Context: an optimization exercise on an open-source flow, tuned for small area, a short achievable clock period and few clock cycles. The choices shown serve that exercise and are no tape-out recipe.
The RTL of this run was laid out without a check of its function.
Power figures rest on the tool's default switching activity, not on a simulated workload.

==> design.v <==
`timescale 1ns / 1ps
module calc_c1_blk (
    input  wire [3:0] iA,
    input  wire [3:0] iB,
    input  wire       iSub,
    output wire [3:0] oX,        
    output wire       oG,
    output wire       oP);
    assign oX = iA ^ iB;
    wire wGA = oX[3] ? (oX[2] ? (oX[1] ? (~oX[0] & iA[0]) : iA[1]) : iA[2]) : iA[3];
    wire wGS = oX[3] ? iA[3] : (oX[2] ? iA[2] : (oX[1] ? iA[1] : (oX[0] & iA[0])));
    assign oG = iSub ? wGS : wGA;
    assign oP = iSub ? ~|oX : &oX;
endmodule
module calc_c1_tree #(parameter N = 128) (
    input  wire [N-1:0] iG,
    input  wire [N-1:0] iP,
    input  wire         iSub,
    output wire [N-1:0] oC,      
    output wire         oCout,   
    output wire         oEq);    
    reg [N-1:0] g, p;
    integer k, l, j;
    always @(*) begin
        g = iG;
        p = iP;
        for (l = 0; (1 << l) < N; l = l + 1)
            for (k = 0; k < N; k = k + 1)
                if (k & (1 << l)) begin
                    j = (k & ~((2 << l) - 1)) + (1 << l) - 1;
                    g[k] = g[k] | (p[k] & g[j]);
                    p[k] = p[k] & p[j];
                end
    end
    assign oCout = g[N-1];
    assign oEq   = p[N-1];
    wire e = iSub & g[N-1];
    assign oC = {g[N-2:0] | (p[N-2:0] & {(N-1){e}}), e};
endmodule
module calc_c2_blk (
    input  wire [3:0] iX,        
    input  wire [2:0] iA,
    input  wire       iC,        
    input  wire       iSub,      
    input  wire       iInv,      
    input  wire       iKill,     
    output wire [3:0] oR);
    wire [3:0] c;
    assign c[0] = iC;
    genvar j;
    generate for (j = 0; j < 3; j = j + 1) begin : g_c
        assign c[j+1] = (iX[j] ^ iSub) ? c[j] : iA[j];
    end endgenerate
    assign oR = (iX ^ c ^ {4{iInv}}) & {4{~iKill}};
endmodule
module calc_c2_blk_m (
    input  wire [3:0] iX,
    input  wire [2:0] iA,
    input  wire       iC,
    input  wire       iSub,
    input  wire       iInv,
    input  wire       iKill,
    input  wire [3:0] iM,        
    output wire [3:0] oR);
    wire [3:0] c;
    assign c[0] = iC;
    genvar j;
    generate for (j = 0; j < 3; j = j + 1) begin : g_c
        assign c[j+1] = (iX[j] ^ iSub) ? c[j] : iA[j];
    end endgenerate
    assign oR = iKill ? iM : (iX ^ c ^ {4{iInv}});
endmodule
module Calculator_512bit #(
      parameter OPERAND_WIDTH = 512,
      parameter ADDER_WIDTH   = 128,
      parameter N_ITERATIONS  = OPERAND_WIDTH / ADDER_WIDTH
    )
    (
    input  wire                       iClk,
    input  wire                       iRst,
    input  wire                       iStart,
    input  wire [1:0]                 iSel,
    input  wire [OPERAND_WIDTH-1:0]   iOpA,
    input  wire [OPERAND_WIDTH-1:0]   iOpB,
    output wire [OPERAND_WIDTH:0]     oRes,
    output wire                       oDone);
    localparam W  = OPERAND_WIDTH;
    localparam NB = W / 4;           
    localparam NM = 90;              
    wire [W-1:0]  wX;
    wire [NB-1:0] wBG, wBP;
    genvar k;
    generate for (k = 0; k < NB; k = k + 1) begin : g_c1
        calc_c1_blk u_c1 (
            .iA(iOpA[4*k +: 4]), .iB(iOpB[4*k +: 4]), .iSub(iSel[1]),
            .oX(wX[4*k +: 4]), .oG(wBG[k]), .oP(wBP[k]));
    end endgenerate
    wire [NB-1:0] wC;
    wire          wCout, wEq;
    calc_c1_tree #(.N(NB)) u_tree (
        .iG(wBG), .iP(wBP), .iSub(iSel[1]), .oC(wC), .oCout(wCout), .oEq(wEq));
    reg [NB-1:0] rC;
    reg          rCout, rEq, rSub, rInv, rAdd, rCmp, rDone;
    always @(posedge iClk) begin
        rC    <= wC;
        rCout <= wCout;
        rEq   <= wEq;
        rSub  <= iSel[1];
        rInv  <= iSel[1] & wCout;      
        rAdd  <= (iSel == 2'b01);
        rCmp  <= (iSel == 2'b10);
        rDone <= iStart & ~iRst;
    end
    localparam [W:0] MSG_A  = {"iOpA is larger", 401'd0};
    localparam [W:0] MSG_B  = {"iOpB is larger", 401'd0};
    localparam [W:0] MSG_EQ = {"iOpA equals to iOpB", 361'd0};
    wire [W:0] wMsg = rCout ? MSG_A : (rEq ? MSG_EQ : MSG_B);
    wire [W-1:0] wRes;
    generate for (k = 0; k < NB; k = k + 1) begin : g_c2
        if (k < NM) begin : g_z
            calc_c2_blk u_c2 (
                .iX(wX[4*k +: 4]), .iA(iOpA[4*k +: 3]), .iC(rC[k]), .iSub(rSub),
                .iInv(rInv), .iKill(rCmp), .oR(wRes[4*k +: 4]));
        end else begin : g_m
            calc_c2_blk_m u_c2 (
                .iX(wX[4*k +: 4]), .iA(iOpA[4*k +: 3]), .iC(rC[k]), .iSub(rSub),
                .iInv(rInv), .iKill(rCmp), .iM(wMsg[4*k +: 4]), .oR(wRes[4*k +: 4]));
        end
    end endgenerate
    assign oRes  = {rCmp ? wMsg[W] : (rAdd & rCout), wRes};
    assign oDone = rDone;
endmodule
==> flow/run.sh <==
#!/bin/bash
# The standard ORFS layout, with two changes to how it is made:
#  - port buffers use the smallest buffer cell (buf_1) instead of the default
#    choice; repair_design / repair_timing still resize them where needed;
#  - IO pins may sit on adjacent routing tracks, so a smaller die holds all 1543 pins.
set -euo pipefail
export BUFFER_PORTS_ARGS="-buffer_cell sky130_fd_sc_hd__buf_1"
export PLACE_PINS_ARGS="-min_distance 1 -min_distance_in_tracks"
bash standard.sh > standard.log 2>&1
==> standard.sh <==
#!/bin/bash
# synth_recipe.tcl (not shown) runs the flow's synth.tcl, then flattens the netlist and writes it again
# the make line also repeats each setting of config.mk as NAME=value (left out here)
make -C /OpenROAD-flow-scripts/flow DESIGN_CONFIG=/design/flow/config.mk WORK_HOME=/design/flow/orfs CLKGATE_MAP_FILE= SYNTH_SCRIPT=/design/flow/synth_recipe.tcl "${@:-finish}"
==> config.mk <==
export PLATFORM = sky130hd
export DESIGN_NAME = Calculator_512bit
export DESIGN_NICKNAME = Calculator_512bit
export VERILOG_FILES = /design/flow/design.v
export SDC_FILE = /design/flow/constraint.sdc
export NUM_CORES = 4
export LEC_CHECK = 0
export CAP_MARGIN = 20
export CORE_AREA = 5 5 295 295
export DIE_AREA = 0 0 300 300
export SETUP_SLACK_MARGIN = 3
export SLEW_MARGIN = 20
==> constraint.sdc <==
create_clock -name core_clock -period 8.0 [get_ports {iClk}]
set_input_delay 1.6000 -clock core_clock [delete_from_list [all_inputs] [get_ports {iClk}]]
set_output_delay 1.6000 -clock core_clock [all_outputs]
set_load 0.01 [all_outputs]
==> impl_metrics.json <==
{
  "max-slew-margin-rel_pct": 25.6,
  "cts-buffers-inserted": 17,
  "antenna_found_initial": 175,
  "ys_seq_area_share_pct": 5.72,
  "hold_start": "iRst",
  "start_util_pct": 56.1,
  "synth-main-ff-cell": "dfxtp_1",
  "slowest_delay_ns": 0.43,
  "cts.path.max_buffers": 2,
  "finalSetupTns_ns": 0,
  "core_um2": 83600,
  "cp_slowest_cell": "nand2_1",
  "vdd_drop_max_mv": 0.205,
  "grt_pass1_vias": 53100,
  "swShare_pct": 50.9,
  "crit_family": "buffers and inverters",
  "placed_cells": 8751,
  "final_cell_mix": "buf_1, xnor2_1, xor2_1, nor2_1, buf_4",
  "ant_nets": 0,
  "dieArea_um2": 90000,
  "hold_path_depth": 2,
  "vias": 58500,
  "crit_fanout": 2,
  "die_h_um": 300,
  "crit_cells": 9,
  "synth.avg_cell_area_um2": 7.42,
  "cp.arrival_ns": 3.80,
  "avgViaCountPerCell": 6.25,
  "p_comb_share_pct": 80.7,
  "max_cap_viol_count": 0,
  "place_congestion": 1.08,
  "finalHoldViolations": 0,
  "synthesis.area_um2": 46900,
  "ios": 1543,
  "drc": 0,
  "ys_ff_latch": 134,
  "crit_buf_inv": 3,
  "totalWireLength_um": 240000,
  "syn-num-nets": 7604,
  "syn_inst": 6319,
  "synth_cell_type_count": 98,
  "min_path_type": "in2reg",
  "cts_sinks": 134,
  "grt_max_degree": 181,
  "yosys.area.top_type": "xor2_1",
  "grt_overflow": 0,
  "grt_pass1_wl_um": 326000,
  "yosys_warnings": 2,
  "hpwl_um": 171000,
  "fill_cells": 5616,
  "instances_no_fill": 9367,
  "yosysTopAreaCellShare_pct": 18.0,
  "clk_pin_slew_ns": 0.07,
  "tightest_slew_ns": 1.12,
  "synth_mux_area_share_pct": 5.58,
  "synth-edff-count": 0,
  "intPower_mw": 4.48,
  "ys_async_sr_fraction_pct": 0,
  "routedWlPerCell_um": 25.6,
  "rsz0062_at_grt": "true",
  "worstPathRequired_ns": 6.40,
  "status": "finished clean",
  "cp_cell_sequence": "buf_12 > ha_4 > xor2_2 > mux2_4 > maj3_2 > buf_4 > xnor2_2 > nand2_1 > buf_2",
  "row_count": 106,
  "final.min_clock_period_ns": 5.40,
  "synth_area_leaders": "xor2_1, xnor2_1, maj3_1",
  "leakage_nw": 27.5,
  "areaGrowthSynthToFinish_pct": 44.1,
  "switchingPower_mw": 4.65,
  "critPathCaptureType": "output pin",
  "post-route-period-util_pct": 67.5,
  "portBuffers": 1542,
  "slew_violations": 0,
  "power_frac_seq_pct": 9.6,
  "crit_path_start_kind": "input pin",
  "globalRouteTotalUtil_pct": 46.9,
  "die_x_um": 300,
  "crit_type": "in2out",
  "drtPass1Iterations": 10,
  "power.density_nw_per_um2": 135,
  "htree_levels": 4,
  "whs_endpoint": "rDone",
  "finalSetupViolations": 0,
  "synth_top_family_by_area": "XOR/XNOR gates",
  "synth_simple_gate_area_share_pct": 16.3,
  "max_clock_freq_ghz": 0.185,
  "mostFrequentLayoutCell": "buf_1",
  "synth_adder_area_share_pct": 16.1,
  "nets": 9419,
  "cts_tree": "done",
  "synth_compound_area_share_pct": 16.9,
  "root_buffer": "clkbuf_16",
  "drt_iter0_markers": 6973,
  "layout-drive-gt1-share_pct": 25.6,
  "synth_xor_area_share_pct": 33.4,
  "clkPwrFrac_pct": 9.7
}
## flip-flops by register name (all words and copies together), names as in the netlist
signal,flops
rDone,1
rCout,1
rEq,1
rCmp,1
rAdd,1
rSub,1
rC,128
## worst max path at each step
stage	from	end	slack, ns
after floorplan	iOpA[56]	rC[43]	2.90
after global routing	iOpA[468]	oRes[470]	2.58
final	iOpA[468]	oRes[470]	2.60
after CTS	iOpA[468]	oRes[471]	2.81
after global placement	iSel[1]	rC[60]	1.42
after detailed placement	iSel[1]	rC[63]	1.32
## layer usage
metal	global-route usage [%]	up-vias	wire length [µm]
met1	50.6	27700	80400
met2	67.6	3956	99400
met3	24.2	1220	34900
met5	4.65	-	933
li1	-	25500	-
met4	38.7	104	24000
## power groups by stage
stage                     registers, mW  clock network [mW]  logic (mW)
final                             0.876               0.884        7.36
after global placement            0.881                   0        5.61
after CTS                         0.868               0.883        6.45
after detailed placement          0.880                   0        5.68
after floorplan                   0.822                   0        3.82
after global routing              0.879               0.911        7.72
## per-stage QoR
| stage | hold slack [ns] | cell area [µm²] | power [mW] | setup WS [ns] | util (%) |
|---|---|---|---|---|---|
| 6_report | 1.23 | 67500 | 9.12 | 2.60 | 80.8 |
| 4_1_cts | 1.21 | 61600 | 8.20 | 2.81 | 73.7 |
| 3_5_place_dp | 1.76 | 53800 | 6.55 | 1.32 | 64.4 |
| 2_1_floorplan | 1.63 | 47200 | 4.64 | 2.90 | - |
| 3_3_place_gp | 1.75 | 53800 | 6.49 | 1.42 | 64.4 |
| 5_1_grt | 1.25 | 67400 | 9.51 | 2.58 | 80.6 |
## Yosys cell counts (59+ instances only)
cell,instances
xor2_1,962
a21boi_0,64
buf_1,59
o22ai_1,73
o221ai_1,62
xnor2_1,824
nor4_1,71
mux2_2,129
nor2_1,722
mux2i_1,116
inv_1,474
nand2_1,386
nand2b_1,87
a21oi_1,174
clkbuf_1,122
dfxtp_1,134
nor2b_1,65
o21ai_0,173
nand4_1,88
ha_1,256
maj3_1,418
## cells by family (layout without fill, tap and decap cells)
kind of cell	Yosys count	in the layout
other	0	142
XOR/XNOR	1787	1787
adder cells (fa/ha/maj)	687	687
AO/OA/AOI/OAI	1093	1093
AND/OR/NAND/NOR	1659	1659
multiplexers	245	245
buffers and inverters	714	2540
flip-flops	134	134
## layout make-up
| type | instances | area, µm² | area share [%] |
|---|---|---|---|
| Antenna cell | 142 | 355 | 0.526 |
| Multi-Input combinational cell | 5471 | 48100 | 71.3 |
| Clock inverter | 4 | 95.1 | 0.141 |
| Tap cell | 1080 | 1350 | 2.00 |
| Sequential cell | 134 | 2690 | 3.99 |
| Inverter | 476 | 2020 | 2.99 |
| Timing Repair inverter | 2 | 22.5 | 0.0334 |
| Timing Repair Buffer | 2032 | 12400 | 18.3 |
| Clock buffer | 26 | 499 | 0.740 |
## timing repair
item                       4_1_cts  5_1_grt
cloned                           4        4
hold buffers                     0        0
setup endpoints to repair      360      344
setup buffers                  248      188
gates resized for setup       1269     1088
pin swaps                      301      454

[static timing again, ports no longer ideal]
The results above use ideal ports. As a check the final layout listed here was re-extracted and re-timed, cells and wires unchanged. Step 1 sets driving cells, clkbuf_16 on the clock port and buf_2 on the other inputs (assumed; they add their load-dependent delay and slew). Step 2 also shifts input and output timing later by t, the mid clock arrival at the registers, as if the neighbouring blocks saw the same clock. Three values: ideal ports, drivers, drivers and shift; two values: the first two.
t (ns): 0.575
slack for setup (ns): 2.599 / 2.445 / 2.166
worst data-port slew with drivers (ns): 0.33
cell pins on the clock port's net: 1
After both steps this run still meets setup and hold. The setup slack of this run moves by -0.154 ns with the drivers and by -0.433 ns with both steps.
